What follows belongs to an exercise in optimizing a design on an open flow for a short achievable clock period and few clock cycles; a production flow would make more cautious choices. Function was checked by simulation only, so behaviour that the tests miss may differ from the original. The clock port is modelled as an ideal driver; clocking choices that lean on that would not hold on a real chip. Power figures rest on the tool's default switching activity, not on a simulated workload.

==> v3 <==
## ARMcore_top
module ARMcore_top(
    input wire CLK,
    input wire Reset,  
    output wire [31:0] PC,
    input wire [31:0] Instr,
    output wire [31:0] DataAddr,
    output wire [31:0] WriteData,
    output wire MemWrite,
    input wire [31:0] ReadData
  );
clock: 28.0 ns
lec_check: 0
abc_clock_period_in_ps: 5000
cap_margin: 20
core_margin: 2
core_utilization: 40
slew_margin: 20
standard.sh (not shown) runs the stock make flow with config.mk's settings and CLKGATE_MAP_FILE= SYNTH_SCRIPT=/design/flow/synth_recipe.tcl, a recipe that flattens the netlist after the stock synthesis.
==> flow/flow/run.sh <==
#!/bin/bash
# Standard synthesis, then the standard layout steps with timing repair
# aiming for extra setup slack (the SDC is the design's, unchanged).
set -euo pipefail
EXTRA="SETUP_SLACK_MARGIN=${MARGIN:-21.5} MATCH_CELL_FOOTPRINT=0 TNS_END_PERCENT=100"
bash standard.sh synth > synth.log 2>&1
bash standard.sh $EXTRA finish > layout.log 2>&1
==> v21 (differences from v3) <==
==> flow/flow/run.sh (replaced) <==
#!/bin/bash
# Standard synthesis, then the standard layout steps with timing repair
# aiming for extra setup slack (the SDC is the design's, unchanged), and
# after CTS the clock root split in 4 (flow/split_root.tcl).
set -euo pipefail
export FLOW_CLOCK_PORT=CLK
EXTRA="SETUP_SLACK_MARGIN=${MARGIN:-21.5} MATCH_CELL_FOOTPRINT=0 TNS_END_PERCENT=100 POST_CTS_TCL=$PWD/flow/split_root.tcl"
bash standard.sh synth > synth.log 2>&1
bash standard.sh $EXTRA finish > layout.log 2>&1
==> flow/flow/split_root.tcl (new file) <==
proc split_clock_root {} {
  set block [ord::get_db_block]
  set db [ord::get_db]
  set clk [$block findNet $::env(FLOW_CLOCK_PORT)]
  set roots [$clk getITerms]
  if {[llength $roots] != 1} {
    puts "split_clock_root: clock port drives [llength $roots] pins, left as it is"
    return
  }
  set root [[lindex $roots 0] getInst]
  set master [$root getMaster]
  set out ""
  foreach it [$root getITerms] {
    if {[$it isOutputSignal]} { set out [$it getNet] }
  }
  set loads {}
  foreach it [$out getITerms] {
    if {[$it isInputSignal]} { lappend loads $it }
  }
  if {[llength $loads] < 8} {
    puts "split_clock_root: root drives [llength $loads] pins, left as it is"
    return
  }
  # quadrants around the centre of the loads
  set sx 0; set sy 0
  foreach it $loads {
    set loc [[$it getInst] getLocation]
    set sx [expr {$sx + [lindex $loc 0]}]
    set sy [expr {$sy + [lindex $loc 1]}]
  }
  set cx [expr {$sx / [llength $loads]}]
  set cy [expr {$sy / [llength $loads]}]
  array set grp {}
  foreach it $loads {
    set loc [[$it getInst] getLocation]
    set q [expr {([lindex $loc 0] >= $cx ? 1 : 0) + ([lindex $loc 1] >= $cy ? 2 : 0)}]
    lappend grp($q) $it
  }
  set n 0
  foreach q [lsort [array names grp]] {
    set its $grp($q)
    set gx 0; set gy 0
    foreach it $its {
      set loc [[$it getInst] getLocation]
      set gx [expr {$gx + [lindex $loc 0]}]
      set gy [expr {$gy + [lindex $loc 1]}]
    }
    set gx [expr {$gx / [llength $its]}]
    set gy [expr {$gy / [llength $its]}]
    if {$n == 0} {
      # the original root keeps the first group
      foreach it $loads {
        if {[lsearch -exact $its $it] < 0} { $it disconnect }
      }
      $root setLocation $gx $gy
      $root setPlacementStatus PLACED
    } else {
      set buf [odb::dbInst_create $block $master "clkbuf_root_$n\_CLK"]
      set net [odb::dbNet_create $block "clknet_root_$n\_CLK"]
      $net setSigType CLOCK
      [$buf findITerm A] connect $clk
      [$buf findITerm X] connect $net
      foreach it $its { $it connect $net }
      $buf setLocation $gx $gy
      $buf setPlacementStatus PLACED
    }
    puts "split_clock_root: root $n drives [llength $its] pins at $gx $gy"
    incr n
  }
  global_connect
  detailed_placement
  check_placement -verbose
}
split_clock_root
Settings changed: CORE_UTILIZATION 40 to 50.
==> out/metrics.cfg <==
[power_and_ir_drop]
total_power_mw=9.61
p_sw_mw=4.81
powerDensity_mw_per_mm2=96.7
pg_comb_mw=5.20
internal_power_mw=4.80
pwr-share-comb=0.541

[final_layout]
seq_area_frac=0.360
register_area_sq_mm=0.0358
stdcell_area_sq_mm=0.0994
n_antenna_cell=14

[route]
route.final.wire_length_microns=430000
vias=82700

[global_route]
grt_usage=0.373

[placed_design]
place_area_sq_mm=0.0928
place.gp.congestion=1.03

[clock_network]
clock_path_buffers=3
hold_buffers=0
cts-root-buf=clkbuf_16

[worst_setup_path]
crit_path_end=PC[3]
cp-end-kind=output pin

[outcome]
outcome=timing/DRC/antenna clean

[timing]
maxSlewHeadroom=0.148

The numbers above come from v3.

==> out/metrics.cfg <==
[outcome]
outcome=timing/DRC/antenna clean

[placed_design]
place_area_sq_mm=0.0923
place.gp.congestion=1.05

[final_layout]
stdcell_area_sq_mm=0.0989

[timing]
maxSlewHeadroom=0.152

[power_and_ir_drop]
pg_comb_mw=5.37
powerDensity_mw_per_mm2=98.8
internal_power_mw=4.91
pwr-share-comb=0.549

[worst_setup_path]
crit_path_end=RF[188]

[global_route]
grt_usage=0.467

[route]
route.final.wire_length_microns=428000

The numbers above come from v21.

Testbench counts of v3, summed over its fixed seeds: cycles 9,931.
Testbench counts of v21, summed over its fixed seeds: cycles 9,931.

what the ideal ports hide:
The flow's constraints put no driver on any port. The routed layouts listed below were extracted and timed again, unchanged, in two steps. Step 1: set_driving_cell puts a clkbuf_16 on CLK and a buf_2 on each other input, an assumption about the parent block. Step 2 times the ports against the registers' clock, not the clock port: input delays grow and output delays shrink by t, the midpoint of the rising clock arrivals with the driver on. a / b / c = ideal / step 1 / step 2; a / b = the first two.
run	shift t [ns]	slack for setup (ns)	worst data-port slew with drivers (ns)	pins driven straight from the clock port
v3	0.934	21.085 / 20.992 / 20.794	0.07	1
v21	0.783	21.327 / 21.133 / 20.851	0.07	4
After both steps setup and hold are still met in every run listed. The setup slack of v21, which loses most, moves by -0.194 ns with the drivers and by -0.476 ns with both steps.
